From an optimization exercise on the open Yosys and OpenROAD flow, aimed at small area and a short achievable clock period; shortcuts taken in it are not production practice. In this exercise RTL edits were held to simulation tests only and were not proved equivalent to the original. No activity file was given, so power comes from the tool's default toggle rates.

<file path="flow/config.mk">
export PLATFORM = sky130hd
export DESIGN_NAME = crash_detection
export DESIGN_NICKNAME = crash_detection
export VERILOG_FILES = /design/flow/design.v
export SDC_FILE = /design/flow/constraint.sdc
export NUM_CORES = 4
export LEC_CHECK = 0
export CAP_MARGIN = 20
export CORE_MARGIN = 2
export CORE_UTILIZATION = 45
export PLACE_DENSITY = 0.6
export SLEW_MARGIN = 20
</file>
<file path="flow/constraint.sdc">
create_clock -name core_clock -period 50.0 [get_ports {clk}]
set_input_delay 10.0000 -clock core_clock [delete_from_list [all_inputs] [get_ports {clk}]]
set_output_delay 10.0000 -clock core_clock [all_outputs]
set_load 0.01 [all_outputs]
</file>
<file path="flow/design.v">
`timescale 1ns / 1ps
module max_norm_3_axes #(
        parameter int DATA_LEN  = 16,
        parameter int DATA_MSB  = 12
    )(
        input   logic [DATA_LEN-1:0]    i_data_x,
        input   logic [DATA_LEN-1:0]    i_data_y,
        input   logic [DATA_LEN-1:0]    i_data_z,
        output  logic [DATA_MSB:0]      o_data_max_norm    
    );
    localparam int N = DATA_MSB;
    logic [N-1:0] cx, cy, cz;
    logic nx, ny, nz;
    assign nx = i_data_x[DATA_LEN-1];
    assign ny = i_data_y[DATA_LEN-1];
    assign nz = i_data_z[DATA_LEN-1];
    assign cx = i_data_x[N-1:0] ^ {N{nx}};
    assign cy = i_data_y[N-1:0] ^ {N{ny}};
    assign cz = i_data_z[N-1:0] ^ {N{nz}};
    logic wx, wy, wz;
    generate
        if (N < DATA_LEN) begin : g_wrap
            assign wx = nx & ~|i_data_x[N-1:0];
            assign wy = ny & ~|i_data_y[N-1:0];
            assign wz = nz & ~|i_data_z[N-1:0];
        end else begin : g_nowrap
            assign wx = 1'b0;
            assign wy = 1'b0;
            assign wz = 1'b0;
        end
    endgenerate
    function automatic logic gt(input logic [N-1:0] ca, input logic na, input logic wa,
                                input logic [N-1:0] cb, input logic nb, input logic wb);
        logic [N:0] t;
        t = {1'b0, ca} + {1'b0, ~cb} + {{N{1'b0}}, na & ~nb};
        gt = ~wa & (wb | t[N]);
    endfunction
    logic y_gt_x, z_gt_x, z_gt_y;
    assign y_gt_x = gt(cy, ny, wy, cx, nx, wx);
    assign z_gt_x = gt(cz, nz, wz, cx, nx, wx);
    assign z_gt_y = gt(cz, nz, wz, cy, ny, wy);
    logic sel_y, sel_z;
    assign sel_z = y_gt_x ? z_gt_y : z_gt_x;
    assign sel_y = y_gt_x & ~z_gt_y;
    assign o_data_max_norm = sel_z ? {nz, cz} : (sel_y ? {ny, cy} : {nx, cx});
endmodule
module div_step4 #(
        parameter int W = 2      
    )(
        input   logic [W-1:0]   i_rem,
        input   logic [15:0]    i_d1,    
        input   logic [15:0]    i_d3,    
        input   logic [3:1]     i_fit,
        output  logic [1:0]     o_q,
        output  logic [W-1:0]   o_rem
    );
    logic [W:0] df1, df2, df3;
    assign df1 = {1'b0, i_rem} - {1'b0, i_d1[W-1:0]};
    assign df2 = {1'b0, i_rem} - {1'b0, i_d1[W-2:0], 1'b0};
    assign df3 = {1'b0, i_rem} - {1'b0, i_d3[W-1:0]};
    logic ge1, ge2, ge3;
    assign ge1 = i_fit[1] & ~df1[W];
    assign ge2 = i_fit[2] & ~df2[W];
    assign ge3 = i_fit[3] & ~df3[W];
    assign o_q   = {ge2, ge3 | (ge1 & ~ge2)};
    assign o_rem = ge3 ? df3[W-1:0] : ge2 ? df2[W-1:0] : ge1 ? df1[W-1:0] : i_rem;
endmodule
module div_fit #(
        parameter int W = 2
    )(
        input   logic [15:0]    i_d1,
        output  logic [3:1]     o_fit
    );
    assign o_fit[1] = {2'b0, i_d1} <  18'(1) << W;
    assign o_fit[2] = {2'b0, i_d1} <  18'(1) << (W-1);
    assign o_fit[3] = {2'b0, i_d1} <= 18'(((1 << W) - 1) / 3);
endmodule
module div_first2 (
        input   logic [3:0]     i_top,   
        input   logic [15:0]    i_d1,    
        output  logic [3:0]     o_q_nb,  
        output  logic [3:0]     o_r_nb,  
        output  logic [3:0]     o_q_b,   
        output  logic [3:0]     o_r_b
    );
    function automatic logic [7:0] div4_tab(input logic [3:0] x, input logic [3:0] d);
        case ({x, d})
            8'h01: div4_tab = 8'h00;
            8'h02: div4_tab = 8'h00;
            8'h03: div4_tab = 8'h00;
            8'h04: div4_tab = 8'h00;
            8'h05: div4_tab = 8'h00;
            8'h06: div4_tab = 8'h00;
            8'h07: div4_tab = 8'h00;
            8'h08: div4_tab = 8'h00;
            8'h09: div4_tab = 8'h00;
            8'h0a: div4_tab = 8'h00;
            8'h0b: div4_tab = 8'h00;
            8'h0c: div4_tab = 8'h00;
            8'h0d: div4_tab = 8'h00;
            8'h0e: div4_tab = 8'h00;
            8'h0f: div4_tab = 8'h00;
            8'h11: div4_tab = 8'h10;
            8'h12: div4_tab = 8'h01;
            8'h13: div4_tab = 8'h01;
            8'h14: div4_tab = 8'h01;
            8'h15: div4_tab = 8'h01;
            8'h16: div4_tab = 8'h01;
            8'h17: div4_tab = 8'h01;
            8'h18: div4_tab = 8'h01;
            8'h19: div4_tab = 8'h01;
            8'h1a: div4_tab = 8'h01;
            8'h1b: div4_tab = 8'h01;
            8'h1c: div4_tab = 8'h01;
            8'h1d: div4_tab = 8'h01;
            8'h1e: div4_tab = 8'h01;
            8'h1f: div4_tab = 8'h01;
            8'h21: div4_tab = 8'h20;
            8'h22: div4_tab = 8'h10;
            8'h23: div4_tab = 8'h02;
            8'h24: div4_tab = 8'h02;
            8'h25: div4_tab = 8'h02;
            8'h26: div4_tab = 8'h02;
            8'h27: div4_tab = 8'h02;
            8'h28: div4_tab = 8'h02;
            8'h29: div4_tab = 8'h02;
            8'h2a: div4_tab = 8'h02;
            8'h2b: div4_tab = 8'h02;
            8'h2c: div4_tab = 8'h02;
            8'h2d: div4_tab = 8'h02;
            8'h2e: div4_tab = 8'h02;
            8'h2f: div4_tab = 8'h02;
            8'h31: div4_tab = 8'h30;
            8'h32: div4_tab = 8'h11;
            8'h33: div4_tab = 8'h10;
            8'h34: div4_tab = 8'h03;
            8'h35: div4_tab = 8'h03;
            8'h36: div4_tab = 8'h03;
            8'h37: div4_tab = 8'h03;
            8'h38: div4_tab = 8'h03;
            8'h39: div4_tab = 8'h03;
            8'h3a: div4_tab = 8'h03;
            8'h3b: div4_tab = 8'h03;
            8'h3c: div4_tab = 8'h03;
            8'h3d: div4_tab = 8'h03;
            8'h3e: div4_tab = 8'h03;
            8'h3f: div4_tab = 8'h03;
            8'h41: div4_tab = 8'h40;
            8'h42: div4_tab = 8'h20;
            8'h43: div4_tab = 8'h11;
            8'h44: div4_tab = 8'h10;
            8'h45: div4_tab = 8'h04;
            8'h46: div4_tab = 8'h04;
            8'h47: div4_tab = 8'h04;
            8'h48: div4_tab = 8'h04;
            8'h49: div4_tab = 8'h04;
            8'h4a: div4_tab = 8'h04;
            8'h4b: div4_tab = 8'h04;
            8'h4c: div4_tab = 8'h04;
            8'h4d: div4_tab = 8'h04;
            8'h4e: div4_tab = 8'h04;
            8'h4f: div4_tab = 8'h04;
            8'h51: div4_tab = 8'h50;
            8'h52: div4_tab = 8'h21;
            8'h53: div4_tab = 8'h12;
            8'h54: div4_tab = 8'h11;
            8'h55: div4_tab = 8'h10;
            8'h56: div4_tab = 8'h05;
            8'h57: div4_tab = 8'h05;
            8'h58: div4_tab = 8'h05;
            8'h59: div4_tab = 8'h05;
            8'h5a: div4_tab = 8'h05;
            8'h5b: div4_tab = 8'h05;
            8'h5c: div4_tab = 8'h05;
            8'h5d: div4_tab = 8'h05;
            8'h5e: div4_tab = 8'h05;
            8'h5f: div4_tab = 8'h05;
            8'h61: div4_tab = 8'h60;
            8'h62: div4_tab = 8'h30;
            8'h63: div4_tab = 8'h20;
            8'h64: div4_tab = 8'h12;
            8'h65: div4_tab = 8'h11;
            8'h66: div4_tab = 8'h10;
            8'h67: div4_tab = 8'h06;
            8'h68: div4_tab = 8'h06;
            8'h69: div4_tab = 8'h06;
            8'h6a: div4_tab = 8'h06;
            8'h6b: div4_tab = 8'h06;
            8'h6c: div4_tab = 8'h06;
            8'h6d: div4_tab = 8'h06;
            8'h6e: div4_tab = 8'h06;
            8'h6f: div4_tab = 8'h06;
            8'h71: div4_tab = 8'h70;
            8'h72: div4_tab = 8'h31;
            8'h73: div4_tab = 8'h21;
            8'h74: div4_tab = 8'h13;
            8'h75: div4_tab = 8'h12;
            8'h76: div4_tab = 8'h11;
            8'h77: div4_tab = 8'h10;
            8'h78: div4_tab = 8'h07;
            8'h79: div4_tab = 8'h07;
            8'h7a: div4_tab = 8'h07;
            8'h7b: div4_tab = 8'h07;
            8'h7c: div4_tab = 8'h07;
            8'h7d: div4_tab = 8'h07;
            8'h7e: div4_tab = 8'h07;
            8'h7f: div4_tab = 8'h07;
            8'h81: div4_tab = 8'h80;
            8'h82: div4_tab = 8'h40;
            8'h83: div4_tab = 8'h22;
            8'h84: div4_tab = 8'h20;
            8'h85: div4_tab = 8'h13;
            8'h86: div4_tab = 8'h12;
            8'h87: div4_tab = 8'h11;
            8'h88: div4_tab = 8'h10;
            8'h89: div4_tab = 8'h08;
            8'h8a: div4_tab = 8'h08;
            8'h8b: div4_tab = 8'h08;
            8'h8c: div4_tab = 8'h08;
            8'h8d: div4_tab = 8'h08;
            8'h8e: div4_tab = 8'h08;
            8'h8f: div4_tab = 8'h08;
            8'h91: div4_tab = 8'h90;
            8'h92: div4_tab = 8'h41;
            8'h93: div4_tab = 8'h30;
            8'h94: div4_tab = 8'h21;
            8'h95: div4_tab = 8'h14;
            8'h96: div4_tab = 8'h13;
            8'h97: div4_tab = 8'h12;
            8'h98: div4_tab = 8'h11;
            8'h99: div4_tab = 8'h10;
            8'h9a: div4_tab = 8'h09;
            8'h9b: div4_tab = 8'h09;
            8'h9c: div4_tab = 8'h09;
            8'h9d: div4_tab = 8'h09;
            8'h9e: div4_tab = 8'h09;
            8'h9f: div4_tab = 8'h09;
            8'ha1: div4_tab = 8'ha0;
            8'ha2: div4_tab = 8'h50;
            8'ha3: div4_tab = 8'h31;
            8'ha4: div4_tab = 8'h22;
            8'ha5: div4_tab = 8'h20;
            8'ha6: div4_tab = 8'h14;
            8'ha7: div4_tab = 8'h13;
            8'ha8: div4_tab = 8'h12;
            8'ha9: div4_tab = 8'h11;
            8'haa: div4_tab = 8'h10;
            8'hab: div4_tab = 8'h0a;
            8'hac: div4_tab = 8'h0a;
            8'had: div4_tab = 8'h0a;
            8'hae: div4_tab = 8'h0a;
            8'haf: div4_tab = 8'h0a;
            8'hb1: div4_tab = 8'hb0;
            8'hb2: div4_tab = 8'h51;
            8'hb3: div4_tab = 8'h32;
            8'hb4: div4_tab = 8'h23;
            8'hb5: div4_tab = 8'h21;
            8'hb6: div4_tab = 8'h15;
            8'hb7: div4_tab = 8'h14;
            8'hb8: div4_tab = 8'h13;
            8'hb9: div4_tab = 8'h12;
            8'hba: div4_tab = 8'h11;
            8'hbb: div4_tab = 8'h10;
            8'hbc: div4_tab = 8'h0b;
            8'hbd: div4_tab = 8'h0b;
            8'hbe: div4_tab = 8'h0b;
            8'hbf: div4_tab = 8'h0b;
            8'hc1: div4_tab = 8'hc0;
            8'hc2: div4_tab = 8'h60;
            8'hc3: div4_tab = 8'h40;
            8'hc4: div4_tab = 8'h30;
            8'hc5: div4_tab = 8'h22;
            8'hc6: div4_tab = 8'h20;
            8'hc7: div4_tab = 8'h15;
            8'hc8: div4_tab = 8'h14;
            8'hc9: div4_tab = 8'h13;
            8'hca: div4_tab = 8'h12;
            8'hcb: div4_tab = 8'h11;
            8'hcc: div4_tab = 8'h10;
            8'hcd: div4_tab = 8'h0c;
            8'hce: div4_tab = 8'h0c;
            8'hcf: div4_tab = 8'h0c;
            8'hd1: div4_tab = 8'hd0;
            8'hd2: div4_tab = 8'h61;
            8'hd3: div4_tab = 8'h41;
            8'hd4: div4_tab = 8'h31;
            8'hd5: div4_tab = 8'h23;
            8'hd6: div4_tab = 8'h21;
            8'hd7: div4_tab = 8'h16;
            8'hd8: div4_tab = 8'h15;
            8'hd9: div4_tab = 8'h14;
            8'hda: div4_tab = 8'h13;
            8'hdb: div4_tab = 8'h12;
            8'hdc: div4_tab = 8'h11;
            8'hdd: div4_tab = 8'h10;
            8'hde: div4_tab = 8'h0d;
            8'hdf: div4_tab = 8'h0d;
            8'he1: div4_tab = 8'he0;
            8'he2: div4_tab = 8'h70;
            8'he3: div4_tab = 8'h42;
            8'he4: div4_tab = 8'h32;
            8'he5: div4_tab = 8'h24;
            8'he6: div4_tab = 8'h22;
            8'he7: div4_tab = 8'h20;
            8'he8: div4_tab = 8'h16;
            8'he9: div4_tab = 8'h15;
            8'hea: div4_tab = 8'h14;
            8'heb: div4_tab = 8'h13;
            8'hec: div4_tab = 8'h12;
            8'hed: div4_tab = 8'h11;
            8'hee: div4_tab = 8'h10;
            8'hef: div4_tab = 8'h0e;
            8'hf1: div4_tab = 8'hf0;
            8'hf2: div4_tab = 8'h71;
            8'hf3: div4_tab = 8'h50;
            8'hf4: div4_tab = 8'h33;
            8'hf5: div4_tab = 8'h30;
            8'hf6: div4_tab = 8'h23;
            8'hf7: div4_tab = 8'h21;
            8'hf8: div4_tab = 8'h17;
            8'hf9: div4_tab = 8'h16;
            8'hfa: div4_tab = 8'h15;
            8'hfb: div4_tab = 8'h14;
            8'hfc: div4_tab = 8'h13;
            8'hfd: div4_tab = 8'h12;
            8'hfe: div4_tab = 8'h11;
            8'hff: div4_tab = 8'h10;
            default: div4_tab = 8'h00;
        endcase
    endfunction
    logic       big;
    logic [7:0] t_nb, t_b;
    assign big  = |i_d1[15:4];
    assign t_nb = div4_tab(i_top, i_d1[3:0]);
    assign t_b  = div4_tab(i_top - 4'd1, i_d1[3:0]);
    assign o_q_nb = big ? 4'd0 : t_nb[7:4];
    assign o_r_nb = big ? i_top : t_nb[3:0];
    assign o_q_b  = big ? 4'd0 : t_b[7:4];
    assign o_r_b  = big ? i_top - 4'd1 : t_b[3:0];
endmodule
`timescale 1ns / 1ps
module crash_detection #(
        parameter int HISTORY_LEN = 16   
    )(
        input   logic           clk,
        input   logic           arst_n,
        input   logic           i_state_rst,
        input   logic           i_sensors_valid,
        input   logic [15:0]    i_gps,
        input   logic [15:0]    i_accel_z,
        input   logic [15:0]    i_accel_y,
        input   logic [15:0]    i_accel_x,
        input   logic [15:0]    i_gyro_z,
        input   logic [15:0]    i_gyro_y,
        input   logic [15:0]    i_gyro_x,
        input   logic [15:0]    i_delta,
        input   logic [31:0]    ireg_speed_threshold,
        input   logic [31:0]    ireg_non_fatal_accel_threshold,
        input   logic [31:0]    ireg_fatal_accel_threshold,
        input   logic [31:0]    ireg_angle_threshold,
        input   logic [31:0]    ireg_angle_in_motion_threshold,
        input   logic [31:0]    ireg_angular_speed_threshold,
        output  logic [1:0]     o_state,
        output  logic           o_non_fatal_intr,
        output  logic           o_fatal_intr
    );
    logic [4:0] cnt;
    always_ff @(posedge clk or negedge arst_n) begin
        if (~arst_n)                cnt <= '0;
        else if (i_state_rst)       cnt <= '0;
        else if (i_sensors_valid & ~cnt[4])    cnt <= cnt + 5'd1;
    end
    logic v0, v15;               
    assign v0  = |cnt;
    assign v15 = cnt[4];
    logic [12:0] acc_in;
    logic [16:0] gyr_in;
    max_norm_3_axes #(.DATA_LEN(16), .DATA_MSB(12)) u_accel_max_norm (
        .i_data_x(i_accel_x), .i_data_y(i_accel_y), .i_data_z(i_accel_z),
        .o_data_max_norm(acc_in)
    );
    max_norm_3_axes #(.DATA_LEN(16), .DATA_MSB(16)) u_gyro_max_norm (
        .i_data_x(i_gyro_x), .i_data_y(i_gyro_y), .i_data_z(i_gyro_z),
        .o_data_max_norm(gyr_in)
    );
    logic [15:0] gps0;
    always_ff @(posedge clk or negedge arst_n) begin
        if (~arst_n)                gps0 <= '0;
        else if (i_state_rst)       gps0 <= '0;
        else if (i_sensors_valid)   gps0 <= i_gps;
    end
    logic [12:0] lo_diff;
    logic        b12;
    assign lo_diff = {1'b0, i_gps[11:0]} - {1'b0, gps0[11:0]};
    assign b12     = lo_diff[12];
    logic [3:0] top_nb;              
    assign top_nb = i_gps[15:12] - gps0[15:12];
    logic [5:0] d3_lo_in;            
    assign d3_lo_in = i_delta[5:0] + {i_delta[4:0], 1'b0};
    logic [3:0] qa_nb, qa_b, ra_nb, ra_b;
    div_first2 u_first (.i_top(top_nb), .i_d1(i_delta),
                        .o_q_nb(qa_nb), .o_r_nb(ra_nb), .o_q_b(qa_b), .o_r_b(ra_b));
    logic [3:0]         p_q;         
    logic [3:0]         p_rem;       
    logic [11:0]        p_lo;        
    logic [15:0]        p_div;       
    logic [5:0]         p_d3_lo;     
    logic [3:1]         p_fit [2:5]; 
    logic               p_zero;      
    logic [3:1] fit_in [2:5];
    genvar j;
    generate
        for (j = 2; j <= 5; j++) begin : g_fit_a
            div_fit #(.W(2*j+2)) u_fit (.i_d1(i_delta), .o_fit(fit_in[j]));
        end
    endgenerate
    always_ff @(posedge clk) begin
        if (i_sensors_valid) begin
            p_q   <= b12 ? qa_b : qa_nb;
            p_rem <= b12 ? ra_b : ra_nb;
            p_lo  <= lo_diff[11:0];
            p_div <= i_delta;
            p_d3_lo <= d3_lo_in;
            for (int i = 2; i <= 5; i++) p_fit[i] <= fit_in[i];
        end
    end
    always_ff @(posedge clk or negedge arst_n) begin
        if (~arst_n)                p_zero <= 1'b1;
        else if (i_state_rst)       p_zero <= 1'b1;
        else if (i_sensors_valid)   p_zero <= ~|i_delta;
    end
    logic [17:0] p_d3;
    assign p_d3 = {2'b0, p_div} + {1'b0, p_div, 1'b0};
    logic [15:0] p_d3_steps;
    assign p_d3_steps = {p_d3[15:6], p_d3_lo};
    logic [11:0] qhi;            
    logic [11:0] r5;             
    logic [15:0] rem_b [2:6];
    assign rem_b[2] = 16'(p_rem);
    assign qhi[11:8] = p_q;
    generate
        for (j = 2; j <= 5; j++) begin : g_steps_b
            logic [2*j+1:0] rin, rout;
            assign rin = {rem_b[j][2*j-1:0], p_lo[15-2*j -: 2]};
            div_step4 #(.W(2*j+2)) u_step (.i_rem(rin), .i_d1(p_div), .i_d3(p_d3_steps),
                                           .i_fit(p_fit[j]), .o_q(qhi[11-2*j -: 2]), .o_rem(rout));
            assign rem_b[j+1] = 16'(rout);
        end
    endgenerate
    assign r5 = rem_b[6][11:0];
    logic [11:0]        p2_q;        
    logic [11:0]        p2_rem;      
    logic [3:0]         p2_lo;       
    logic [15:0]        p2_div;      
    logic               p2_zero;     
    always_ff @(posedge clk) begin
        if (i_sensors_valid) begin
            p2_q   <= qhi;
            p2_rem <= r5;
            p2_lo  <= p_lo[3:0];
            p2_div <= p_div;
        end
    end
    always_ff @(posedge clk or negedge arst_n) begin
        if (~arst_n)                p2_zero <= 1'b1;
        else if (i_state_rst)       p2_zero <= 1'b1;
        else if (i_sensors_valid)   p2_zero <= p_zero;
    end
    logic [15:0] p2_d3;
    assign p2_d3 = p2_div + {p2_div[14:0], 1'b0};
    logic [3:1]  fit6, fit7;
    div_fit #(.W(14)) u_fit6 (.i_d1(p2_div), .o_fit(fit6));
    div_fit #(.W(16)) u_fit7 (.i_d1(p2_div), .o_fit(fit7));
    logic [1:0]  q6, q7;
    logic [13:0] r6;
    logic [15:0] r7;
    div_step4 #(.W(14)) u_step6 (.i_rem({p2_rem, p2_lo[3:2]}), .i_d1(p2_div), .i_d3(p2_d3),
                                 .i_fit(fit6), .o_q(q6), .o_rem(r6));
    div_step4 #(.W(16)) u_step7 (.i_rem({r6, p2_lo[1:0]}), .i_d1(p2_div), .i_d3(p2_d3),
                                 .i_fit(fit7), .o_q(q7), .o_rem(r7));
    logic [15:0] spd1;
    assign spd1 = p2_zero ? 16'd0 : {p2_q, q6, q7};
    logic [15:0] h_spd [2:15];
    logic [12:0] h_acc0;         
    logic [16:0] h_gyr0;
    logic [11:0] h_acc [1:15];
    logic [15:0] h_gyr [1:15];
    logic [11:0] acc0_n;         
    logic [15:0] gyr0_n;
    assign acc0_n = h_acc0[11:0] + {11'd0, h_acc0[12]};
    assign gyr0_n = h_gyr0[15:0] + {15'd0, h_gyr0[16]};
    always_ff @(posedge clk) begin
        if (i_sensors_valid) begin
            h_spd[2] <= spd1;
            h_acc0   <= acc_in;
            h_gyr0   <= gyr_in;
            h_acc[1] <= acc0_n;
            h_gyr[1] <= gyr0_n;
            for (int i = 3; i < 16; i++) h_spd[i] <= h_spd[i-1];
            for (int i = 2; i < 16; i++) begin
                h_acc[i] <= h_acc[i-1];
                h_gyr[i] <= h_gyr[i-1];
            end
        end
    end
    logic [11:0] acc0, acc15;
    logic [15:0] gyr0, gyr15, spd15;
    assign acc0  = v0  ? acc0_n    : 12'd0;
    assign gyr0  = v0  ? gyr0_n    : 16'd0;
    assign acc15 = v15 ? h_acc[15] : 12'd0;
    assign gyr15 = v15 ? h_gyr[15] : 16'd0;
    assign spd15 = v15 ? h_spd[15] : 16'd0;
    logic [18:0] s_acc, s_gyr, s_spd;
    logic [18:0] sum_acc, sum_gyr, sum_spd1;
    assign sum_acc  = s_acc + 19'(acc0);
    assign sum_gyr  = s_gyr + 19'(gyr0);
    assign sum_spd1 = s_spd + 19'(spd1);      
    always_ff @(posedge clk or negedge arst_n) begin
        if (~arst_n) begin
            s_acc <= '0;
            s_gyr <= '0;
            s_spd <= '0;
        end else if (i_state_rst) begin
            s_acc <= '0;
            s_gyr <= '0;
            s_spd <= '0;
        end else if (i_sensors_valid) begin
            s_acc <= sum_acc  - 19'(acc15);
            s_gyr <= sum_gyr  - 19'(gyr15);
            s_spd <= sum_spd1 - 19'(spd15);
        end
    end
    logic [14:0] avg_accel, avg_gyro;
    assign avg_accel = sum_acc[18:4];
    assign avg_gyro  = sum_gyr[18:4];
    logic [14:0] thr;
    logic        thr_small;
    assign thr       = ireg_speed_threshold[14:0];
    assign thr_small = ~|ireg_speed_threshold[31:15];
    logic [3:0]  k;
    logic [17:0] kd_lo, kd_hi;
    logic [19:0] kd;
    logic        c4;
    assign k = 4'd0 - sum_spd1[3:0];
    always_comb begin
        case (k[1:0])
            2'd0: kd_lo = '0;
            2'd1: kd_lo = {2'b0, p_div};
            2'd2: kd_lo = {1'b0, p_div, 1'b0};
            default: kd_lo = p_d3;
        endcase
        case (k[3:2])
            2'd0: kd_hi = '0;
            2'd1: kd_hi = {2'b0, p_div};
            2'd2: kd_hi = {1'b0, p_div, 1'b0};
            default: kd_hi = p_d3;
        endcase
    end
    assign kd = {2'b0, kd_lo} + {kd_hi, 2'b0};
    assign c4 = (|sum_spd1[3:0]) & ({4'd0, r5, p_lo[3:0]} >= kd);
    function automatic logic hi_ge(input logic [14:0] sc, input logic [11:0] q,
                                   input logic [14:0] t);
        logic [14:0] u;
        u = sc + {3'b0, q};
        hi_ge = u >= t;
    endfunction
    logic [14:0] s_hi, s_hi1;
    assign s_hi  = sum_spd1[18:4];
    assign s_hi1 = s_hi + 15'd1;
    logic ge_c0, ge_c1, ge_s;
    assign ge_c0 = hi_ge(s_hi,  qhi, thr);
    assign ge_c1 = hi_ge(s_hi1, qhi, thr);
    assign ge_s  = s_hi >= thr;                  
    localparam logic [1:0] SAFE = 2'b00, NON_FATAL = 2'b01, FATAL = 2'b10;
    logic speed_hi, fatal_acc, nonfatal_acc, angle;
    assign speed_hi     = thr_small & (p_zero ? ge_s : (c4 ? ge_c1 : ge_c0));
    assign fatal_acc    = {17'd0, avg_accel} >  ireg_fatal_accel_threshold;
    assign nonfatal_acc = {17'd0, avg_accel} >  ireg_non_fatal_accel_threshold;
    assign angle        = {17'd0, avg_gyro}  >  ireg_angle_threshold;
    logic [1:0] state, state_next;
    always_comb begin
        state_next = state;
        if (state == SAFE) begin
            if (speed_hi & (fatal_acc | angle))
                state_next = FATAL;
            else if (~speed_hi & (nonfatal_acc | angle))
                state_next = NON_FATAL;
        end
    end
    always_ff @(posedge clk or negedge arst_n) begin
        if (~arst_n)            state <= SAFE;
        else if (i_state_rst)   state <= SAFE;
        else                    state <= state_next;
    end
    assign o_state          = state;
    assign o_non_fatal_intr = state[0];
    assign o_fatal_intr     = state[1];
endmodule
</file>
<file path="flow/flow/run.sh">
#!/bin/bash
# The standard layout with changes to how it is made:
#  - timing repair is asked to leave 36.8 ns of setup slack at the design's
#    50 ns clock, so that it works on the paths that set the achieved period;
#  - the port buffers that the standard flow inserts are buf_2 cells;
#  - the clock tree is built from clkbuf_8 cells, without dummy loads;
#  - the core is filled to 55% and placed at density 0.7.
# Clock, constraints and synthesis are unchanged.
set -o pipefail
bash standard.sh SETUP_SLACK_MARGIN=36.8 "BUFFER_PORTS_ARGS=-buffer_cell sky130_fd_sc_hd__buf_2" \
    "CTS_ARGS=-sink_clustering_enable -repair_clock_nets -buf_list sky130_fd_sc_hd__clkbuf_8 -dont_use_dummy_load" \
    CORE_UTILIZATION=55 PLACE_DENSITY=0.7 \
    finish 2>&1 | tee standard_run.log
</file>
<file path="flow/standard.sh">
#!/bin/bash
# synth_recipe.tcl (not shown) runs the flow's synth.tcl, then flattens the netlist and writes it again
# the make line also repeats each setting of config.mk as NAME=value (left out here)
make -C /OpenROAD-flow-scripts/flow DESIGN_CONFIG=/design/flow/config.mk WORK_HOME=/design/flow/orfs CLKGATE_MAP_FILE= SYNTH_SCRIPT=/design/flow/synth_recipe.tcl "${@:-finish}"
</file>
==> results of run 1 <==
## cells in the mapped netlist (8+ instances only)
cell | instances | area share, %
edfxtp_1 | 770 | 44
ha_1 | 571 | 14
nor2_1 | 353 | 2.5
a21oi_1 | 336 | 3.2
inv_1 | 289 | 2.1
nand2_1 | 271 | 2.0
xnor2_1 | 218 | 3.7
o21ai_0 | 202 | 1.9
xor2_1 | 149 | 2.5
nor2b_1 | 129 | 1.5
a21o_1 | 120 | 1.7
mux2i_1 | 108 | 2.1
dfrtp_1 | 80 | 3.8
nor3_1 | 79 | 0.76
clkbuf_1 | 77 | 0.55
nand3_1 | 75 | 0.72
o21a_1 | 75 | 1.1
nand2b_1 | 49 | 0.59
a211oi_1 | 41 | 0.59
nor4_1 | 35 | 0.42
a31oi_1 | 34 | 0.41
o21bai_1 | 33 | 0.48
nand4_1 | 30 | 0.36
fa_1 | 29 | 1.1
o211ai_1 | 28 | 0.40
and2_1 | 26 | 0.31
o31ai_1 | 26 | 0.37
or2_2 | 21 | 0.25
a211o_1 | 20 | 0.34
and3_1 | 20 | 0.24
or3_1 | 19 | 0.23
buf_1 | 17 | 0.12
a21boi_0 | 16 | 0.23
mux4_2 | 16 | 0.69
a2111oi_0 | 15 | 0.25
o221ai_1 | 15 | 0.25
buf_2 | 13 | 0.12
mux2_2 | 13 | 0.28
o22ai_1 | 12 | 0.14
a31o_2 | 9 | 0.15
o21ai_1 | 8 | 0.077
## sequential cells by signal, summed over array words and instances (netlist names), 2 cells and up
| name | flops |
|---|---|
| h_acc0 | 13 |
| p_rem | 4 |
| cnt | 5 |
| p_fit | 12 |
| p2_lo | 4 |
| h_gyr0 | 16 |
| p2_rem | 12 |
| s_spd | 19 |
| s_gyr | 19 |
| gps0 | 16 |
| h_gyr | 240 |
| h_spd | 224 |
| p_q | 4 |
| p_d3_lo | 5 |
| state | 2 |
| p2_q | 12 |
| p_div | 16 |
| h_acc | 180 |
| p_lo | 12 |
| p2_div | 16 |
| s_acc | 19 |
## final timing paths
kind,slack (ps),depth (start not counted),start,end
min,350,0,h_gyr[3][0]$_DFFE_PP_,h_gyr[4][0]$_DFFE_PP_
max reg2reg,37400,56,p_div[1]$_DFFE_PP_,state[1]$_DFFE_PN0P_
max,36930,14,i_gps[12],p_rem[0]$_DFFE_PP_
min in group asynchronous,9160,1,arst_n,s_gyr[7]$_DFFE_PN0P_
max in group asynchronous,39450,2,arst_n,gps0[2]$_DFFE_PN0P_
min reg2reg,350,0,h_gyr[3][0]$_DFFE_PP_,h_gyr[4][0]$_DFFE_PP_
## layer usage
metal  up-vias  share of wire, %
li1      17674                 -
met1     17216                48
met2      1055                44
met3       203               5.8
met4         2               2.6
met5         -             0.011
## metrics by stage
step	util (%)	area, um2	power (mW)	hold slack (ps)
4_1_cts	60.8	56900	3.65	332
5_1_grt	61.0	57100	4.00	336
3_5_place_dp	58.6	54900	3.13	405
6_report	61.0	57100	3.69	349
2_1_floorplan	-	52100	2.60	400
3_3_place_gp	58.6	54900	3.08	400
## final cells by class
| cell class | count | area share, % |
|---|---|---|
| repair buffers | 312 | 3.06 |
| inverters | 295 | 1.99 |
| repair inverters | 1 | 0.00876 |
| clock buffers | 139 | 3.35 |
| flip-flops and latches | 852 | 44.1 |
| diodes | 2 | 0.00876 |
| multi-input cells | 3363 | 44.8 |
| well taps | 1254 | 2.75 |
## critical path, stage by stage
cell	delay (ps)
buf_2	100
inv_1	50
ha_1	130
inv_1	60
fa_1	480
buf_4	310
clkinvlp_4	320
ha_4	530
clkinvlp_4	320
mux4_2	510
a211oi_1	270
nor3_1	90
a311oi_1	290
a21oi_1	70
## cell usage in the layout (no fill, tap or decap), types with 20 or more instances in the layout
cell | netlist | routed
ha_1 | 571 | 570
mux2i_1 | 108 | 105
clkbuf_8 | 0 | 139
or2_2 | 21 | 21
and2_1 | 26 | 26
xnor2_1 | 218 | 217
xor2_1 | 149 | 148
nand2b_1 | 49 | 49
dfrtp_1 | 80 | 79
nand2_1 | 271 | 270
nand4_1 | 30 | 30
inv_1 | 289 | 283
edfxtp_1 | 770 | 770
buf_4 | 2 | 55
and3_1 | 20 | 20
a21o_1 | 120 | 120
o211ai_1 | 28 | 28
a21oi_1 | 336 | 335
a211oi_1 | 41 | 39
nor2b_1 | 129 | 128
a211o_1 | 20 | 20
fa_1 | 29 | 29
nand3_1 | 75 | 74
nor3_1 | 79 | 79
nor2_1 | 353 | 353
o21bai_1 | 33 | 33
nor4_1 | 35 | 35
buf_2 | 13 | 251
o31ai_1 | 26 | 24
o21ai_0 | 202 | 200
o21a_1 | 75 | 75
a31oi_1 | 34 | 34
## repair_timing
| item | 4_1_cts | 5_1_grt |
|---|---|---|
| setup buffers | 6 | 10 |
| setup endpoints to repair | 91 | 100 |
| gates resized for setup | 22 | 21 |
| pin swaps | 0 | 2 |
| gates cloned | 0 | 1 |
## power by group through the flow
stage | Clock, mW | Sequential (mW) | Combinational [mW]
global route | 0.528 | 0.935 | 2.54
finish | 0.480 | 0.928 | 2.28
global placement | 0 | 0.938 | 2.15
floorplan | 0 | 0.921 | 1.68
CTS | 0.499 | 0.928 | 2.22
detailed placement | 0 | 0.941 | 2.19
## logic make-up (layout without fill, tap and decap cells)
| group | Yosys count | after routing | share of synthesized area (%) |
|---|---|---|---|
| multiplexers | 139 | 139 | 3.10 |
| flip-flops | 852 | 852 | 48.3 |
| AND/OR/NAND/NOR | 1156 | 1156 | 10.7 |
| AO/OA/AOI/OAI | 1099 | 1099 | 13.9 |
| XOR/XNOR | 368 | 368 | 6.20 |
| other | 0 | 2 | 0 |
| buffers and inverters | 405 | 747 | 2.98 |
| adder cells (fa/ha/maj) | 601 | 601 | 14.8 |
==> results.txt, run 1 <==
1st-iter DRT viols=2815; crit start category=input port; Post-Route Setup TNS=0 ps; cell leakage power=24.1 nW; total grt overflow=0; clock power share=13.0%; wire per inst=19.1 um; GRT Util Overall=24.2%; Seq/Total Area, Yosys=48.3%; Ports=328; Starting Density=55.7%; Synth async-reset ratio=9.62%; pwr dens=64.6 nW/um2; vias in the first global route=35165; drt via density=5.81; # Max-Cap Violations=0; outcome=no timing/DRC/antenna violations; Multi-input gate area=25600 um2; largest net degree at the start of global routing=182; CTS buffer count=139; FP Rows=112; First-pass DRT Iterations=5; antenna violations before repair=3; Net Sw Frac=43.5%; final cell count without fillers=6218; dominant synthesized flop cell=edfxtp_1; Post-synth EDFFs=770; Logic pwr share=61.8%; via count=36150; Net Switching=1.60 mW; Clock Latency Late Sink=820 ps; Most Used Layer, Global Route=met2; filler cell count=7610; met2 Use GR=36.4%; Reg power frac=25.2%; core area=93600 um2; Setup crit end kind=flop; Syn Inst Count=4620; total area of sequential cells=25200 um2; CTS clk-pin slew, worst paths=60 ps; Clock Root Buffer=clkbuf_8; post-DP HPWL=88600 um; worst-margin pin slew=1030 ps; CTS tree=built; first-pass GRT wire length=187000 um; M3 GR Usage=3.46%; Post-Syn Nets=5544; total wire length=119000 um; dpl ws=34850 ps; DRC=0; die area=97300 um2; synth unique cells=110; Hold Crit Class=flop to flop; gpl congestion=0.942; Nets=5888; crit-path max FO=23; share of layout cells above drive strength 1=11.9%; Worst VDD drop=0.0875 mV; critical path class=input port to flop; Final WS setup=36930 ps; antenna-violating nets left=0; die width=312 um; Syn Std Cell Area=52100 um2; Die H=312 um; fmax=76.5 MHz; hold buffers post-CTS=0; CP Data Arrival Time=13540 ps; RSZ-0062 raised after global routing=true; port bufs=254; crit share post-route=26.1%; DP Cell Count=6060; final hold viol count=0; register bit count reported by yosys=852; Final setup viols=0; syn avg cell area=11.3 um2; clock tree buffer depth=3; Area Overhead vs Synth=9.59%; slew margin rel.=29.3%; CP Data Required Time=50470 ps; Pint=2.08 mW; Clock Skew=109 ps; total number of H-tree levels=4; Slew Viols, Final=0; Num Clock Sinks=852; met1 GRT Util=36.2%; Ys Warns=15; Tmin final=13070 ps
==> run 2, diff against run 1 <==
==> flow/flow/run.sh (replaced) <==
#!/bin/bash
# The standard layout with changes to how it is made:
#  - timing repair is asked to leave 37.9 ns of setup slack at the design's
#    50 ns clock, so that it works on the paths that set the achieved period;
#  - the port buffers that the standard flow inserts are buf_2 cells;
#  - the clock tree is built from clkbuf_8 cells, without dummy loads;
#  - the core is filled to 55% and placed at density 0.7.
# Clock, constraints and synthesis are unchanged.
set -o pipefail
bash standard.sh SETUP_SLACK_MARGIN=37.9 "BUFFER_PORTS_ARGS=-buffer_cell sky130_fd_sc_hd__buf_2" \
    "CTS_ARGS=-sink_clustering_enable -repair_clock_nets -buf_list sky130_fd_sc_hd__clkbuf_8 -dont_use_dummy_load" \
    CORE_UTILIZATION=55 PLACE_DENSITY=0.7 \
    finish 2>&1 | tee standard_run.log
==> run 2 against run 1 <==
  * Still clean on timing, DRC and antenna
  * Cell count up 1.6%
  * Critical path depth fell by 1
  * Wire length up 2.8%
  * Synthesized area unchanged
  * Fmax up 7.7%
  * Utilization up 2.2 points
  * Clock-buffer cell count unchanged
  * Critical endpoint is now state[1]$_DFFE_PN0P_
  * Largest cell class unchanged
==> results.txt, run 2 <==
outcome=no timing/DRC/antenna violations; Synth async-reset ratio=9.62% (unchanged); max FFs per register=240 (unchanged); Starting Density=55.7% (unchanged); Critical Path Stages=13 (-1); Clock Root Buffer=clkbuf_8; register bit count reported by yosys=852 (unchanged); fmax=82.4 MHz (+7.7%); cell leakage power=24.8 nW (+3.3%); wire per inst=19.3 um (+1.2%); die area=97300 um2 (unchanged); RR Endpoint=state[1]$_DFFE_PN0P_; vias in the first global route=34904 (-0.74%); FF-to-FF path depth=57 (+1.8%); Syn Inst Count=4620 (unchanged); crit-path max FO=3 (-87%); post-DP HPWL=87700 um (-1.1%); Worst Hold Path Cells=0 (unchanged); most common cell after layout, fill and taps aside=edfxtp_1; gpl congestion=0.920 (-2.4%); share of layout cells above drive strength 1=16.0% (+4.2 points); FF-to-FF setup slack=38290 ps (+890 ps); drt via density=5.79 (-0.42%); Worst path max stage delay=550 ps (+20 ps); Post-synth top cells=770 x edfxtp_1, 571 x ha_1, 353 x nor2_1; DRC=0 (unchanged); CTS clk-pin slew, worst paths=60 ps (about the same); clock tree buffer depth=3 (unchanged); dominant synthesized flop cell=edfxtp_1; Num Clock Sinks=852 (unchanged); Seq/Total Area, Yosys=48.3% (unchanged); core area=93600 um2 (unchanged); critical path class=input port to flop; via count=36573 (+1.2%); Die H=312 um (unchanged); most area-hungry cell type in the Yosys netlist=edfxtp_1; first-pass GRT wire length=189000 um (+0.92%); Post-synth EDFFs=770 (unchanged); Ys Warns=15 (unchanged); most frequent cell after synthesis=edfxtp_1; total wire length=122000 um (+2.8%); Nets=5987 (+1.7%); top post-synthesis cells by area=edfxtp_1 44%, ha_1 14%, dfrtp_1 3.8%, xnor2_1 3.7%, a21oi_1 3.2%; die width=312 um (unchanged); Hold Path Sink=h_spd[13][12]$_DFFE_PP_; Post-Syn Nets=5544 (unchanged); CP Data Required Time=50600 ps (+130 ps); Top reg by flops=h_gyr; Area Overhead vs Synth=13.5%; RSZ-0062 raised after global routing=true; CP delay by family, top=compound AO/OA/AOI/OAI gates; synth unique cells=110 (unchanged); CP Data Arrival Time=12740 ps (-800 ps); HP Start=h_spd[12][12]$_DFFE_PP_; DP Area=55100 um2 (+0.40%); CTS tree=built; Setup crit end kind=flop; Final setup viols=0 (unchanged); cell chain of the critical path=buf_2 > inv_1 > ha_1 > nor2b_1 > o21a_1 > o21ai_0 > a21oi_1 > o2111ai_1 > a311oi_1 > a2111oi_2 > nor3_2 > a31oi_1 > nor2_1; Tmin final=12140 ps (-931 ps); Syn Std Cell Area=52100 um2 (unchanged); total grt overflow=0 (unchanged); pwr dens=64.7 nW/um2 (+0.15%); crit share post-route=24.3% (-1.9 points); antenna violations before repair=3 (unchanged); Clock Skew=72.1 ps (-36.5 ps); post-synth top area share=44.4% (unchanged); CTS buffer count=139 (unchanged); commonest non-fill, non-tap cells in the layout=770 x edfxtp_1, 558 x ha_1, 349 x nor2_1; GRT Util Overall=24.6% (+0.34 points); worst-margin pin slew=1050 ps (+17.3 ps); Final Cell Area=59200 um2 (+3.6%); total number of H-tree levels=4 (unchanged); crit start category=input port; syn avg cell area=11.3 um2 (unchanged); # Max-Cap Violations=0 (unchanged); final hold viol count=0 (unchanged); antenna-violating nets left=0 (unchanged); top flop regs=h_gyr x240, h_spd x224, h_acc x180; CP Buf/Inv Count=2 (-4); Slew Viols, Final=0 (unchanged); First-pass DRT Iterations=6 (+1); slowest library cell on the worst path=a2111oi_2; Clock Latency Late Sink=810 ps (about the same); Post-Route Setup TNS=0 ps (unchanged); 1st-iter DRT viols=3020 (+7.3%); r2r startpoint=p_div[0]$_DFFE_PP_; Overall Power=3.83 mW (+3.8%); FP Rows=112 (unchanged); slew margin rel.=29.1% (-0.11 points); Ports=328 (unchanged); largest net degree at the start of global routing=91 (-50%); Hold Crit Class=flop to flop; Worst VDD drop=0.0742 mV (-15%); port bufs=254 (unchanged)
[run 2: how the worst max path moves through the flow]
stage,start,slack (ps),endpoint
floorplan,i_gyro_x[15],37270,h_gyr0[16]$_DFFE_PP_
global placement,p_div[1]$_DFFE_PP_,35080,state[1]$_DFFE_PN0P_
detailed placement,p_div[1]$_DFFE_PP_,34960,state[1]$_DFFE_PN0P_
CTS,p_div[0]$_DFFE_PP_,37870,state[1]$_DFFE_PN0P_
global route,p_div[0]$_DFFE_PP_,37800,state[1]$_DFFE_PN0P_
finish,ireg_speed_threshold[1],37860,state[1]$_DFFE_PN0P_
[run 2: metrics by stage]
stage	utilization [%]	hold WS [ps]	worst slack (ps)	instances
final	63.2	353	37860	6317
after global routing	63.2	358	37800	6317
after CTS	61.8	349	37870	6233
after detailed placement	58.9	405	34960	6050
after global placement	58.9	400	35080	6050
after floorplan	-	400	37270	4620
[run 2: final cells by class]
cell class,count,area [um2]
clock buffer,139,1910
multi-input combinational,3368,26500
sequential,852,25200
tap,1254,1570
timing repair buffer,407,2830
antenna,2,5.00
fill,7467,34400
inverter,295,1190
[run 2: routing by layer]
layer  up-vias  part of all wire (%)  track usage [%]
li1      17875                     -                -
met1     17454                    48             36.2
met2      1016                    44             36.5
met3       228                   5.6             4.09
met4         0                   3.1             9.09
met5         -                     0                0
[run 2: kinds of logic (layout without fill, tap and decap cells)]
group           Yosys count  in the layout  share of synthesized area [%]
simple gates           1156           1157                           10.7
mux                     139            139                           3.10
fa+ha+maj               601            601                           14.8
other cells               0              2                              0
flops                   852            852                           48.3
buf+inv                 405            841                           2.98
xor+xnor                368            368                           6.20
compound gates         1099           1103                           13.9
[run 2: timing repair]
item	CTS	global route
setup buffers	42	75
hold buffers	0	0
gates cloned	2	7
endpoints found under the hold margin	0	0
gates resized for setup	90	143
endpoints found under the setup margin	213	181
pin swaps	18	58
[run 2: worst register-to-register path: cells and delay by family, from the launching register on]
kind | cells | cell delay [ps]
AOI/OAI and AO/OA | 27 | 5990
adders and majority gates | 8 | 2130
buffers and inverters | 9 | 1140
and+or+nand+nor | 9 | 1130
muxes | 3 | 820
DFF | 1 | 380
xor gates and xnor gates | 1 | 80
[run 2: report_power, final]
part	internal (mW)	total (mW)	switching, mW
combinational	1.03	2.42	1.39
sequential	0.883	0.927	0.0438
clock	0.244	0.481	0.237
total	2.16	3.83	1.67
==> run 3, diff against run 2 <==
==> flow/flow/run.sh (replaced) <==
#!/bin/bash
# The standard layout with changes to how it is made:
#  - timing repair is asked to leave 37.75 ns of setup slack at the design's
#    50 ns clock, so that it works on the paths that set the achieved period;
#  - the port buffers that the standard flow inserts are buf_2 cells;
#  - the clock tree is built from clkbuf_8 cells, without dummy loads;
#  - the core is filled to 55% and placed at density 0.7.
# Clock, constraints and synthesis are unchanged.
set -o pipefail
bash standard.sh SETUP_SLACK_MARGIN=37.75 "BUFFER_PORTS_ARGS=-buffer_cell sky130_fd_sc_hd__buf_2" \
    "CTS_ARGS=-sink_clustering_enable -repair_clock_nets -buf_list sky130_fd_sc_hd__clkbuf_8 -dont_use_dummy_load" \
    CORE_UTILIZATION=55 PLACE_DENSITY=0.7 \
    finish 2>&1 | tee standard_run.log
==> run 3 against run 2 <==
  * Clock skew up 15 ps
  * Wire length is 1.5% lower
  * Critical path depth unchanged
  * Sequential power barely moved
  * Critical path type unchanged
==> results.txt, run 3 <==
Post-synth EDFFs=770 (unchanged); most area-hungry cell type in the Yosys netlist=edfxtp_1; commonest non-fill, non-tap cells in the layout=770 x edfxtp_1, 565 x ha_1, 348 x nor2_1; 1st-iter DRT viols=2844 (-5.8%); pwr dens=65.0 nW/um2 (+0.59%); clock tree buffer depth=3 (unchanged); Die H=312 um (unchanged); Worst VDD drop=0.0820 mV (+11%); slew margin rel.=29.5% (+0.34 points); Worst Hold Path Cells=0 (unchanged); share of layout cells above drive strength 1=14.5% (-1.6 points); Synth async-reset ratio=9.62% (unchanged); cell leakage power=24.5 nW (-1.2%); DRC=0 (unchanged); Area Overhead vs Synth=12.0%; FF-to-FF setup slack=38180 ps (-110 ps); Slew Viols, Final=0 (unchanged); most frequent cell after synthesis=edfxtp_1; top post-synthesis cells by area=edfxtp_1 44%, ha_1 14%, dfrtp_1 3.8%, xnor2_1 3.7%, a21oi_1 3.2%; FF-to-FF path depth=59 (+3.5%); Final setup viols=0 (unchanged); CP Data Arrival Time=12780 ps (+40 ps); total wire length=120000 um (-1.5%); wire per inst=19.1 um (-0.95%); CP Buf/Inv Count=6 (+4); via count=36535 (-0.10%); Critical Path Stages=13 (unchanged); Clock Skew=86.7 ps (+14.6 ps); RR Endpoint=state[1]$_DFFE_PN0P_; Setup crit start=i_gps[12]; most common cell after layout, fill and taps aside=edfxtp_1; post-synth top area share=44.4% (unchanged); r2r startpoint=p_lo[10]$_DFFE_PP_; Post-synth top cells=770 x edfxtp_1, 571 x ha_1, 353 x nor2_1; CP delay by family, top=multiplexers; GRT Util Overall=24.4% (-0.19 points); crit-path max FO=12 (+9); Tmin final=12270 ps (+128 ps); post-DP HPWL=87800 um (+0.16%); outcome=no timing/DRC/antenna violations; die area=97300 um2 (unchanged); First-pass DRT Iterations=6 (unchanged); CTS buffer count=140 (+0.72%); Syn Inst Count=4620 (unchanged); CP Data Required Time=50510 ps (-90 ps); DP Area=55100 um2 (about the same); first-pass GRT wire length=188000 um (-0.25%); synth unique cells=110 (unchanged); Clock Root Buffer=clkbuf_8; cell chain of the critical path=buf_2 > inv_12 > ha_4 > inv_2 > fa_2 > buf_12 > clkinv_8 > ha_4 > clkinv_8 > mux4_2 > mux4_2 > mux2i_1 > nor2_1; met2 wire len=53400 um (about the same); worst-margin pin slew=1060 ps (+5.95 ps); vias in the first global route=35237 (+0.95%); highest metal used=met4; antenna-violating nets left=0 (unchanged); port bufs=254 (unchanged); Hold Crit Class=flop to flop; CTS clk-pin slew, worst paths=60 ps (about the same); Worst Setup EP=p_q[0]$_DFFE_PP_; crit share post-route=24.5% (+0.26 points); total number of H-tree levels=4 (unchanged); antenna violations before repair=2 (-1); Top reg by flops=h_gyr; syn avg cell area=11.3 um2 (unchanged); final hold viol count=0 (unchanged); final cell count without fillers=6279 (-0.60%); fmax=81.5 MHz (-1.0%); RSZ-0062 raised after global routing=true; Ys Warns=15 (unchanged); CTS tree=built; HP Start=h_gyr[2][8]$_DFFE_PP_; Seq/Total Area, Yosys=48.3% (unchanged); DP Cell Count=6050 (unchanged); metal3 WL=6980 um (+2.2%); Nets=5950 (-0.62%); Met1 Wirelength=56800 um (-2.2%); Overall Power=3.80 mW (-0.77%); die width=312 um (unchanged); hold buffers post-CTS=0 (unchanged); critical path class=input port to flop; Clock Latency Late Sink=820 ps (about the same); total grt overflow=0 (unchanged); slowest library cell on the worst path=fa_2; Num Clock Sinks=852 (unchanged); top flop regs=h_gyr x240, h_spd x224, h_acc x180; # Max-Cap Violations=0 (unchanged); dominant synthesized flop cell=edfxtp_1; Final Cell Area=58400 um2 (-1.4%); Setup crit end kind=flop; max FFs per register=240 (unchanged); fin util=62.4% (-0.86 points); register bit count reported by yosys=852 (unchanged); crit start category=input port; Starting Density=55.7% (unchanged); Syn Std Cell Area=52100 um2 (unchanged); FP Rows=112 (unchanged); core area=93600 um2 (unchanged); gpl congestion=0.904 (-1.7%); Post-Syn Nets=5544 (unchanged); Worst path max stage delay=580 ps (+30 ps); largest net degree at the start of global routing=170 (+87%); Ports=328 (unchanged); drt via density=5.82 (+0.50%); Post-Route Setup TNS=0 ps (unchanged)
[run 3: kinds of logic after synthesis]
group	count (synthesis)	synth area share (%)
AND/OR/NAND/NOR	1156	10.7
multiplexers	139	3.10
adder cells (fa/ha/maj)	601	14.8
AO/OA/AOI/OAI	1099	13.9
flip-flops	852	48.3
buffers and inverters	405	2.98
XOR/XNOR	368	6.20
[run 3: timing repair]
item,4_1_cts,5_1_grt
setup buffers,25,60
cloned,2,1
pin swaps,10,30
setup endpoints to repair,124,106
resized for setup,54,90
[run 3: how the worst min path moves through the flow]
stage | endpoint | slack, ps
finish | h_gyr[3][8]$_DFFE_PP_ | 380
global route | h_gyr[3][8]$_DFFE_PP_ | 380
CTS | h_gyr[3][8]$_DFFE_PP_ | 380
detailed placement | h_acc[11][10]$_DFFE_PP_ | 400
global placement | h_acc[5][11]$_DFFE_PP_ | 400
floorplan | h_acc[10][0]$_DFFE_PP_ | 400
[run 3: metrics by stage]
step,hold slack (ps),worst slack (ps)
floorplan,400,37270
detailed placement,405,34830
finish,377,37730
global route,383,37540
global placement,400,35020
CTS,376,37690
[run 3: per-layer routing]
| layer | track usage [%] | vias to the layer above |
|---|---|---|
| met5 | 0 | - |
| met2 | 37.2 | 1053 |
| met3 | 3.69 | 207 |
| li1 | - | 17824 |
| met4 | 7.45 | 0 |
| met1 | 35.9 | 17451 |
[run 3: area by class of cell]
class	instances	area, um2
Fill cell	7559	35200
Multi-Input combinational cell	3364	26100
Sequential cell	852	25200
Timing Repair Buffer	373	2420
Clock buffer	140	1930
Tap cell	1254	1570
Inverter	295	1190
Antenna cell	1	2.50
[run 3: power by group]
part           switching [mW]  internal [mW]  total, mW
Sequential             0.0441          0.883      0.927
Combinational            1.37           1.01       2.39
Clock                   0.238          0.246      0.484
Total                    1.66           2.14       3.80
[run 3: worst register-to-register path, delay by kind of cell, from the launching register on]
family | cells | cell delay (ps)
compound gates | 26 | 5340
buf+inv | 9 | 1290
xor+xnor | 1 | 140
mux | 3 | 610
flops | 1 | 360
fa+ha+maj | 8 | 2220
simple gates | 12 | 1660
==> run 4, diff against run 3 <==
==> flow/flow/run.sh (replaced) <==
#!/bin/bash
# The standard layout with changes to how it is made:
#  - timing repair is asked to leave 37.3 ns of setup slack at the design's
#    50 ns clock, so that it works on the paths that set the achieved period;
#  - the port buffers that the standard flow inserts are buf_2 cells;
#  - the clock tree is built from clkbuf_8 cells, without dummy loads;
#  - the core is filled to 55% and placed at density 0.7.
# Clock, constraints and synthesis are unchanged.
set -o pipefail
bash standard.sh SETUP_SLACK_MARGIN=37.3 "BUFFER_PORTS_ARGS=-buffer_cell sky130_fd_sc_hd__buf_2" \
    "CTS_ARGS=-sink_clustering_enable -repair_clock_nets -buf_list sky130_fd_sc_hd__clkbuf_8 -dont_use_dummy_load" \
    CORE_UTILIZATION=55 PLACE_DENSITY=0.7 \
    finish 2>&1 | tee standard_run.log
==> run 4 against run 3 <==
  * Sequential power hardly changed
  * Sequential share of layout area is 0.62 points higher
  * Register-to-register slack got worse by 230 ps
  * Highest routed layer unchanged
==> results.txt, run 4 <==
outcome=no timing/DRC/antenna violations; clock power share=12.8% (about the same); via count=35985 (-1.5%); mux cell area share after synthesis=3.10% (unchanged); Simple-Gate Fraction of Synth Area=10.7% (unchanged); Slew Viols, Final=0 (unchanged); Hold Crit Class=flop to flop; combinational family with the most area after synthesis=adder cells; RSZ-0062 raised after global routing=true; die width=312 um (unchanged); Post-Synth Adder-Cell Area=14.8% (unchanged); commonest non-fill, non-tap cells in the layout=770 x edfxtp_1, 570 x ha_1, 352 x nor2_1; share of layout cells above drive strength 1=12.8% (-1.6 points); Tmin final=12540 ps (+271 ps); RR Endpoint=state[1]$_DFFE_PN0P_; cell leakage power=24.3 nW (-1.2%); CTS clk-pin slew, worst paths=60 ps (about the same); port bufs=254 (unchanged); fmax=79.7 MHz (-2.2%); die area=97300 um2 (unchanged); Pint=2.12 mW (-1.1%); vias in the first global route=35102 (-0.38%); Area Overhead vs Synth=10.4%; 1st-iter DRT viols=2803 (-1.4%); syn avg cell area=11.3 um2 (unchanged); GRT Util Overall=24.0% (-0.34 points); Die H=312 um (unchanged); Synth async-reset ratio=9.62% (unchanged); First-pass DRT Iterations=6 (unchanged); Post-synth top cells=770 x edfxtp_1, 571 x ha_1, 353 x nor2_1; slowest library cell on the worst path=fa_1; Syn Inst Count=4620 (unchanged); # Max-Cap Violations=0 (unchanged); post-synth top area share=44.4% (unchanged); Final setup viols=0 (unchanged); register bit count reported by yosys=852 (unchanged); r2r startpoint=p_div[0]$_DFFE_PP_; Nets=5916 (-0.57%); Ys Warns=15 (unchanged); critical path class=input port to flop; Hold Path Sink=h_acc[13][3]$_DFFE_PP_; Hold Slack=351 ps (-26.1 ps); Final Cell Area=57600 um2 (-1.4%); total wire length=118000 um (-2.0%); crit share post-route=25.1% (+0.54 points); Clock Root Buffer=clkbuf_8; Top reg by flops=h_gyr; crit-path max FO=23 (+11); CTS buffer count=139 (-0.71%); worst-margin pin slew=984 ps (-73.5 ps); Post-Synth XOR/XNOR Area=6.20% (unchanged); total grt overflow=0 (unchanged); most area-hungry cell type in the Yosys netlist=edfxtp_1; clock tree buffer depth=3 (unchanged); final hold viol count=0 (unchanged); DRC=0 (unchanged); Crit path top cell by count=inv_1; cell chain of the critical path=buf_2 > inv_1 > ha_1 > inv_1 > fa_1 > buf_6 > clkinv_4 > ha_4 > inv_6 > mux4_2 > a211oi_1 > nor3_1 > a311oi_2 > a21oi_1; fin util=61.5% (-0.88 points); Worst Hold Path Cells=0 (unchanged); top flop regs=h_gyr x240, h_spd x224, h_acc x180; largest net degree at the start of global routing=92 (-46%); total number of H-tree levels=4 (unchanged); antenna-violating nets left=0 (unchanged); Synth Area in Compound Gates=13.9% (unchanged); FP Rows=112 (unchanged); Seq/Total Area, Yosys=48.3% (unchanged); Worst VDD drop=0.0938 mV (+14%); most common cell after layout, fill and taps aside=edfxtp_1; antenna violations before repair=2 (unchanged); synth unique cells=110 (unchanged); Net Switching=1.63 mW (-1.8%); Post-Route Setup TNS=0 ps (unchanged); Post-Syn Nets=5544 (unchanged); post-DP HPWL=87900 um (about the same); Starting Density=55.7% (unchanged); Syn Std Cell Area=52100 um2 (unchanged); FF-to-FF setup slack=37950 ps (-230 ps); core area=93600 um2 (unchanged); max FFs per register=240 (unchanged); drt via density=5.76 (-0.99%); HP Start=h_acc[12][3]$_DFFE_PP_; Clock Skew=77.8 ps (-8.92 ps); Clock Latency Late Sink=800 ps (-20 ps); CTS tree=built; CP Data Required Time=50470 ps (-40 ps); Ports=328 (unchanged); DP Area=55000 um2 (-0.22%); Num Clock Sinks=852 (unchanged); Post-synth EDFFs=770 (unchanged); top post-synthesis cells by area=edfxtp_1 44%, ha_1 14%, dfrtp_1 3.8%, xnor2_1 3.7%, a21oi_1 3.2%; wire per inst=18.8 um (-1.5%); CP Data Arrival Time=13010 ps (+230 ps); Setup crit end kind=flop; gpl congestion=0.927 (+2.6%); Logic pwr share=62.4% (-0.4 points); filler cell count=7574 (+0.20%); pwr dens=65.0 nW/um2 (about the same); FF-to-FF path depth=55 (-6.8%); crit start category=input port; Net Sw Frac=43.4% (-0.18 points); first-pass GRT wire length=186000 um (-1.2%); dominant synthesized flop cell=edfxtp_1; slew margin rel.=32.7% (+3.2 points); Reg power frac=24.8% (+0.4 points); Worst path max stage delay=490 ps (-90 ps); most frequent cell after synthesis=edfxtp_1
[run 4: logic make-up after synthesis]
family,Yosys count
muxes,139
xor gates and xnor gates,368
adders and majority gates,601
AOI/OAI and AO/OA,1099
and+or+nand+nor,1156
buffers and inverters,405
DFF,852
[run 4: how the worst max path moves through the flow]
stage	cells after the start	endpoint	slack [ps]	startpoint
2_1_floorplan	16	h_gyr0[16]$_DFFE_PP_	37270	i_gyro_x[15]
3_3_place_gp	57	state[1]$_DFFE_PN0P_	35140	p_div[1]$_DFFE_PP_
3_5_place_dp	56	state[1]$_DFFE_PN0P_	34910	p_div[1]$_DFFE_PP_
4_1_cts	59	state[1]$_DFFE_PN0P_	37270	p_div[0]$_DFFE_PP_
5_1_grt	59	state[1]$_DFFE_PN0P_	37200	p_div[0]$_DFFE_PP_
6_report	14	p_rem[0]$_DFFE_PP_	37460	i_gps[12]
[run 4: power by group through the flow]
stage          combinational, mW  clock (mW)  sequential [mW]
2_1_floorplan               1.68           0            0.921
3_3_place_gp                2.15           0            0.938
3_5_place_dp                2.19           0            0.941
4_1_cts                     2.24       0.498            0.927
5_1_grt                     2.59       0.526            0.935
6_report                    2.34       0.480            0.928
[run 4: metrics by stage]
| stage | total power [mW] | setup WS (ps) | std cells |
|---|---|---|---|
| final | 3.74 | 37460 | 6246 |
| after global routing | 4.05 | 37200 | 6246 |
| after CTS | 3.66 | 37270 | 6212 |
| after detailed placement | 3.13 | 34910 | 6058 |
| after global placement | 3.09 | 35140 | 6058 |
| after floorplan | 2.61 | 37270 | 4620 |
[run 4: final cells by class]
cell class	instances	area [um2]	area share, %
tap	1254	1570	2.73
inverter	295	1140	1.98
multi-input combinational	3363	25800	44.7
sequential	852	25200	43.7
antenna	2	5.00	0.00870
clock buffer	139	1910	3.32
timing repair buffer	341	2000	3.47
[run 4: timing repair]
| action | 4_1_cts | 5_1_grt |
|---|---|---|
| gates cloned | 0 | 0 |
| pin swaps | 0 | 9 |
| hold buffers | 0 | 0 |
| gates resized for setup | 27 | 45 |
| hold endpoints to repair | 0 | 0 |
| setup buffers | 15 | 32 |
| setup endpoints to repair | 163 | 18 |
[run 4: critical path, delay by kind of cell]
family                     cells  cell delay [ps]
adders and majority gates      3             1090
buffers and inverters          6              730
AOI/OAI and AO/OA              3              620
muxes                          1              450
and+or+nand+nor                1               90
[run 4: routing by layer]
| layer | share of wire, % | GRT usage (%) | wire [um] | vias up |
|---|---|---|---|---|
| met5 | 0 | 0 | 0 | - |
| met4 | 2.3 | 7.23 | 2720 | 0 |
| met3 | 5.3 | 3.84 | 6250 | 182 |
| met2 | 44 | 36.4 | 51800 | 890 |
| met1 | 48 | 35.6 | 57000 | 17173 |
| li1 | - | - | - | 17740 |
==> run 5, diff against run 4 <==
==> flow/flow/run.sh (replaced) <==
#!/bin/bash
# The standard layout with changes to how it is made:
#  - timing repair is asked to leave 37.6 ns of setup slack at the design's
#    50 ns clock, so that it works on the paths that set the achieved period;
#  - the port buffers that the standard flow inserts are buf_2 cells;
#  - the clock tree is built from clkbuf_8 cells, without dummy loads;
#  - the core is filled to 55% and placed at density 0.7.
# Clock, constraints and synthesis are unchanged.
set -o pipefail
bash standard.sh SETUP_SLACK_MARGIN=37.6 "BUFFER_PORTS_ARGS=-buffer_cell sky130_fd_sc_hd__buf_2" \
    "CTS_ARGS=-sink_clustering_enable -repair_clock_nets -buf_list sky130_fd_sc_hd__clkbuf_8 -dont_use_dummy_load" \
    CORE_UTILIZATION=55 PLACE_DENSITY=0.7 \
    finish 2>&1 | tee standard_run.log
==> run 5 against run 4 <==
  * Clock-buffer cell count fell by 1
  * Non-clock buffer count increased by 22
  * Sequential share of layout area decreased by 0.38 points
  * Still clean on timing, DRC and antenna
  * Synthesized cell count unchanged
  * Critical path type unchanged
  * Synthesized area is the same
  * Register-to-register slack better by 90 ps
  * Clock power hardly changed
  * Fmax rose by 2.1%
  * Sequential cell count unchanged
==> results.txt, run 5 <==
CP Data Required Time=50490 ps (+20 ps); post-synth top area share=44.4% (unchanged); FF-to-FF path depth=54 (-1.8%); CTS clk-pin slew, worst paths=60 ps (about the same); Post-Syn Nets=5544 (unchanged); register bit count reported by yosys=852 (unchanged); most area-hungry cell type in the Yosys netlist=edfxtp_1; antenna-violating nets left=0 (unchanged); final hold viol count=0 (unchanged); crit share post-route=24.6% (-0.51 points); Clock Latency Late Sink=800 ps (about the same); total wire length=118000 um (+0.33%); First-pass DRT Iterations=5 (-1); Setup crit start=i_gps[12]; worst-margin pin slew=1080 ps (+93.7 ps); Setup crit end kind=flop; top flop regs=h_gyr x240, h_spd x224, h_acc x180; Clock Root Buffer=clkbuf_8; dominant synthesized flop cell=edfxtp_1; cell leakage power=24.4 nW (+0.69%); syn avg cell area=11.3 um2 (unchanged); most common cell after layout, fill and taps aside=edfxtp_1; wire per inst=18.8 um (-0.12%); Worst VDD drop=0.0693 mV (-26%); Area Overhead vs Synth=11.4%; antenna violations before repair=3 (+1); Worst Hold Path Cells=0 (unchanged); Seq/Total Area, Yosys=48.3% (unchanged); Slew Viols, Final=0 (unchanged); outcome=no timing/DRC/antenna violations; core area=93600 um2 (unchanged); total grt overflow=0 (unchanged); first-pass GRT wire length=185000 um (-0.29%); Die H=312 um (unchanged); CTS tree=built; HP Start=h_gyr[8][14]$_DFFE_PP_; RR Endpoint=state[1]$_DFFE_PN0P_; 1st-iter DRT viols=2725 (-2.8%); die width=312 um (unchanged); largest net degree at the start of global routing=182 (+98%); commonest non-fill, non-tap cells in the layout=770 x edfxtp_1, 566 x ha_1, 352 x nor2_1; Post-synth top cells=770 x edfxtp_1, 571 x ha_1, 353 x nor2_1; slew margin rel.=26.3% (-6.4 points); gpl congestion=0.909 (-1.9%); CP Data Arrival Time=12780 ps (-230 ps); Hold Slack=377 ps (+25.3 ps); Tmin final=12290 ps (-253 ps); crit-path max FO=10 (-57%); max FFs per register=240 (unchanged); r2r startpoint=p_div[5]$_DFFE_PP_; most frequent cell after synthesis=edfxtp_1; CTS buffer count=138 (-0.72%); DRC=0 (unchanged); drt via density=5.78 (+0.29%); Overall Power=3.76 mW (+0.43%); DP Area=55000 um2 (+0.10%); hold buffers post-CTS=0 (unchanged); GRT Util Overall=24.0% (-0.065 points); Hold Path Sink=h_gyr[9][14]$_DFFE_PP_; port bufs=254 (unchanged); Starting Density=55.7% (unchanged); via count=36252 (+0.74%); share of layout cells above drive strength 1=13.9% (+1.1 points); Final Cell Area=58100 um2 (+0.87%); # Max-Cap Violations=0 (unchanged); Top reg by flops=h_gyr; Hold Crit Class=flop to flop; Clock Skew=85.8 ps (+8.03 ps); post-DP HPWL=87000 um (-0.94%); Syn Inst Count=4620 (unchanged); Syn Std Cell Area=52100 um2 (unchanged); Num Clock Sinks=852 (unchanged); crit start category=input port; Synth async-reset ratio=9.62% (unchanged); pwr dens=64.8 nW/um2 (-0.44%); FF-to-FF setup slack=38040 ps (+90 ps); FP Rows=112 (unchanged); die area=97300 um2 (unchanged); total number of H-tree levels=4 (unchanged); synth unique cells=110 (unchanged); top post-synthesis cells by area=edfxtp_1 44%, ha_1 14%, dfrtp_1 3.8%, xnor2_1 3.7%, a21oi_1 3.2%; Ports=328 (unchanged); vias in the first global route=35033 (-0.20%); Post-synth EDFFs=770 (unchanged); clock tree buffer depth=3 (unchanged); Ys Warns=15 (unchanged); Post-Route Setup TNS=0 ps (unchanged); Final setup viols=0 (unchanged); RSZ-0062 raised after global routing=true; critical path class=input port to flop; fmax=81.4 MHz (+2.1%); Nets=5938 (+0.37%)
## run 5: cell counts after synthesis
Identical to the previous run, type by type.
## run 5: logic make-up after synthesis
group,after synthesis,synth area share [%]
xor gates and xnor gates,368,6.20
adders and majority gates,601,14.8
and+or+nand+nor,1156,10.7
AOI/OAI and AO/OA,1099,13.9
buffers and inverters,405,2.98
muxes,139,3.10
DFF,852,48.3
## run 5: cell type report
type | instances | area [um2]
multi-input cells | 3364 | 26000
diodes | 8 | 20.0
repair buffers | 363 | 2240
well taps | 1254 | 1570
fillers | 7621 | 35600
flip-flops and latches | 852 | 25200
inverters | 295 | 1180
clock buffers | 138 | 1900
## run 5: metrics by stage
step	setup slack [ps]	instances	util, %
global route	37490	6272	62.0
finish	37710	6274	62.0
CTS	37520	6214	61.2
floorplan	37270	4620	-
detailed placement	34940	6053	58.8
global placement	35060	6053	58.8
## run 5: worst max path at each step
stage / to / slack [ps]
finish: p_q[0]$_DFFE_PP_ / 37710
global route: state[1]$_DFFE_PN0P_ / 37490
CTS: state[1]$_DFFE_PN0P_ / 37520
detailed placement: state[1]$_DFFE_PN0P_ / 34940
global placement: state[1]$_DFFE_PN0P_ / 35060
floorplan: h_gyr0[16]$_DFFE_PP_ / 37270
## run 5: critical path: stages
cell	delay, ps
buf_2	150
inv_12	60
ha_4	110
inv_2	40
fa_2	570
buf_12	140
clkinv_8	80
ha_4	350
buf_4	220
nor2_1	90
a32o_1	280
mux4_2	450
mux2i_1	160
nor2_1	60
## run 5: where the power goes
| group | internal, mW | switching, mW | total (mW) | leakage [nW] |
|---|---|---|---|---|
| combinational | 0.998 | 1.35 | 2.35 | 14.8 |
| sequential | 0.883 | 0.0441 | 0.927 | 8.65 |
| clock | 0.242 | 0.237 | 0.480 | 0.992 |
| total | 2.12 | 1.64 | 3.76 | 24.4 |
## run 5: timing repair
item                       CTS  global route
gates cloned                 0             2
pin swaps                    4            15
buffers inserted            23            50
gates resized for setup     38            81
setup endpoints to repair  100           114
## run 5: layer usage
metal,global-route usage (%),wire (um)
met4,7.83,3220
met3,4.13,6960
met2,35.9,51600
met5,0,0
met1,35.4,56300

Setup slack of run 5, layout unchanged: 37.710 ns with ideal ports, 37.772 ns with driving cells assumed (clock clkbuf_16, inputs buf_2), 36.934 ns with port delays also shifted by the 0.838 ns mid clock arrival.
